Context: an optimization exercise on an open-source flow, tuned for small area. The choices shown serve that exercise and are no tape-out recipe. The RTL was checked by simulation tests, not by an equivalence proof against the original design. Power is estimated from default activity; no workload was simulated.

## build 66
Design I2C_Sistema, start of the top module:
module I2C_Sistema(input         Clk, Reset,
                   input         START_STB, RNW,
                   input  [6:0]  I2C_ADDR_Gen,
                   input  [15:0] WR_DATA_Gen,
                   input  [6:0]  I2C_ADDR_Rec,
                   input  [15:0] RD_DATA_Rec,
                   output reg [15:0] RD_DATA_Gen,
                   output reg [15:0] WR_DATA_Rec,
                   output        SCL,
                   output reg    SDA_OUT, SDA_OE, SDA_IN);
Size: ~53 flip-flops, roughly 86 I/O pins, about 3200 um2 of cells after synthesis.
Settings: LEC_CHECK=0, CAP_MARGIN=20, CORE_MARGIN=2, CORE_UTILIZATION=40, CTS_BUF_LIST=sky130_fd_sc_hd__clkbuf_16, CTS_CLUSTER_DIAMETER=200, CTS_CLUSTER_SIZE=60, SLEW_MARGIN=20; clock period 5.0 ns.
standard.sh (not shown) runs the stock make flow with config.mk's settings and CLKGATE_MAP_FILE= SYNTH_SCRIPT=/design/flow/synth_recipe.tcl, a recipe that flattens the netlist after the stock synthesis.
==> flow/flow/run.sh <==
#!/bin/bash
set -euo pipefail
export BUFFER_PORTS_ARGS="-buffer_cell sky130_fd_sc_hd__buf_1"
bash standard.sh > standard_flow.log 2>&1
No stage failed in build 66, and the final checks on the layout all came back clean.
For build 21, these inputs were changed with respect to build 66:
- clearing CTS_BUF_LIST, which used to be sky130_fd_sc_hd__clkbuf_16
- clearing CTS_CLUSTER_DIAMETER, which used to be 200
- clearing CTS_CLUSTER_SIZE, which used to be 60
==> flow/run.sh (new file) <==
#!/bin/bash
# synth_recipe.tcl (not shown) runs the flow's synth.tcl, then flattens the netlist and writes it again
# the make line also repeats each setting of config.mk as NAME=value (left out here)
make -C /OpenROAD-flow-scripts/flow DESIGN_CONFIG=/design/flow/config.mk WORK_HOME=/design/flow/orfs CLKGATE_MAP_FILE= SYNTH_SCRIPT=/design/flow/synth_recipe.tcl finish
removed: flow/flow/run.sh
removed: flow/standard.sh
==> results.txt <==
When the final numbers for build 21 and build 66 were put side by side, the peak per-stage delay on the critical path turned out to be greater in build 21. Reported for build 21 and build 66, multi-input logic area turned out identical to the last digit. Re area added between synthesis and finish: build 21 is 15 points up on build 66. Build 66 ended up with register to register as its worst setup path category; build 21 ended up with register to output port. In the reports for build 21 and build 66, the larger ratio of final minimum period to clock period belongs to build 21. Total power of build 21 is lower than that of build 66. Internal power component on build 21 is ahead of build 66. Of build 21 and build 66, the run reporting the higher final setup slack of the worst path was build 66.
## Diff of input files: build 11 against build 21
==> flow/flow/run.sh (new file) <==
#!/bin/bash
set -euo pipefail
export BUFFER_PORTS_ARGS="-buffer_cell sky130_fd_sc_hd__buf_1"
export CTS_ARGS="-sink_clustering_enable -repair_clock_nets -dont_use_dummy_load -root_buf sky130_fd_sc_hd__clkbuf_8 -buf_list sky130_fd_sc_hd__clkbuf_4"
bash standard.sh > standard_flow.log 2>&1
==> flow/standard.sh (new file) <==
#!/bin/bash
# synth_recipe.tcl (not shown) runs the flow's synth.tcl, then flattens the netlist and writes it again
# the make line also repeats each setting of config.mk as NAME=value (left out here)
make -C /OpenROAD-flow-scripts/flow DESIGN_CONFIG=/design/flow/config.mk WORK_HOME=/design/flow/orfs CLKGATE_MAP_FILE= SYNTH_SCRIPT=/design/flow/synth_recipe.tcl "${@:-finish}"
removed: flow/run.sh
Findings:
Compared build 11 vs build 21, and worst hold slack is down in build 11.
Build 11 -> build 21: post-route minimum period flat
On number of signal-net inverters in the final layout, build 21 and build 11 are neck and neck.
Compared with build 21, in build 11 relative contribution of combinational cells to total power lower, critical path depth in cells went up by 7, multi-input gate share of the layout cell area rose by 6.1 points, wire length now sits lower.

========
I2C_Sistema again, from the RTL that the note above started with.
export LEC_CHECK = 0
export CAP_MARGIN = 20
export CORE_MARGIN = 2
export CORE_UTILIZATION = 40
export SLEW_MARGIN = 20
create_clock -name core_clock -period 5.0 [get_ports {Clk}]
==> flow/flow/run.sh <==
#!/bin/bash
set -euo pipefail
export BUFFER_PORTS_ARGS="-buffer_cell sky130_fd_sc_hd__buf_1"
export CTS_ARGS="-sink_clustering_enable -repair_clock_nets -dont_use_dummy_load"
bash standard.sh > standard_flow.log 2>&1
The first run ran to the end with no violations.
Edit:
==> flow/flow/run.sh (replaced) <==
#!/bin/bash
set -euo pipefail
export BUFFER_PORTS_ARGS="-buffer_cell sky130_fd_sc_hd__buf_1"
export CTS_ARGS="-sink_clustering_enable -repair_clock_nets -dont_use_dummy_load -buf_list sky130_fd_sc_hd__clkbuf_16 -root_buf sky130_fd_sc_hd__clkbuf_16 -sink_clustering_size 60 -sink_clustering_max_diameter 300 -sink_clustering_levels 1"
bash standard.sh > standard_flow.log 2>&1
After rerunning: Synthesized area does not change; sequential cell count does not change; routed wire length came out higher by 0.35%; register-to-register slack hardly moves; maximum frequency hardly moves; global-route usage barely changes; cell count does not change; non-clock buffer count stays the same.
Edit:
==> flow/flow/run.sh (replaced) <==
#!/bin/bash
set -euo pipefail
export BUFFER_PORTS_ARGS="-buffer_cell sky130_fd_sc_hd__buf_1"
bash standard.sh > standard_flow.log 2>&1
Effect: Worst setup slack stays flat; cell count came out higher by 0.64%; global-route usage fell by 0.16 points; critical path depth stays the same; total power is lower by 4.3%; via count climbs by 0.84%; routed wire length falls by 0.59%; design area goes down by 1.0%; clock power falls by 23%; first-iteration DRC count is higher by 1.8%; fmax hardly moves.
Edit:
CTS_BUF_LIST = sky130_fd_sc_hd__clkbuf_8   (was not set)
CTS_CLUSTER_DIAMETER = 100   (was not set)
CTS_CLUSTER_SIZE = 30   (was not set)
=> Worst hold slack is unchanged. Synthesized area stays the same. Global-route usage is unchanged. Clock power is about the same. Final cell count does not change. Final area does not change. Die area stays the same. Clock-buffer cell count came out lower by 1.

## what the ideal ports hide
The results above use ideal ports. As a check the final layouts listed here were re-extracted and re-timed, cells and wires unchanged.
Step 1 sets driving cells, clkbuf_16 on the clock port and buf_2 on the other inputs (assumed; they add their load-dependent delay and slew).
Step 2 moves the port delays by t, midway between the first and last clock arrival at a register: inputs arrive t later, outputs are due t later. That takes back most of the time a late clock gives input paths.
Three values: ideal ports, drivers, drivers and shift; two values: the first two.
| run | t (ns) | slack for setup (ns) | hold WS [ns] | slew at the worst register clock pin (ns) |
|---|---|---|---|---|
| build 66 | 0.321 | 2.456 / 2.456 / 2.456 | 0.458 / 0.458 / 0.458 | 0.07 / 0.07 |
| build 21 | 0.330 | 2.448 / 2.416 / 2.246 | 0.477 / 0.477 / 0.477 | 0.11 / 0.11 |
| build 11 | 0.322 | 2.450 / 2.450 / 2.450 | 0.464 / 0.464 / 0.464 | 0.09 / 0.09 |
| the first run of note 2 | 0.322 | 2.450 / 2.450 / 2.450 | 0.464 / 0.464 / 0.464 | 0.09 / 0.09 |
| the second run of note 2 | 0.315 | 2.456 / 2.456 / 2.456 | 0.458 / 0.458 / 0.458 | 0.07 / 0.07 |
| the third run of note 2 | 0.330 | 2.453 / 2.453 / 2.453 | 0.464 / 0.464 / 0.464 | 0.10 / 0.10 |
| the fourth run of note 2 | 0.330 | 2.452 / 2.452 / 2.452 | 0.464 / 0.464 / 0.464 | 0.10 / 0.10 |
After both steps every run listed still meets setup and hold. The setup slack of build 21, which loses most, moves by -0.032 ns with the drivers and by -0.202 ns with both steps.
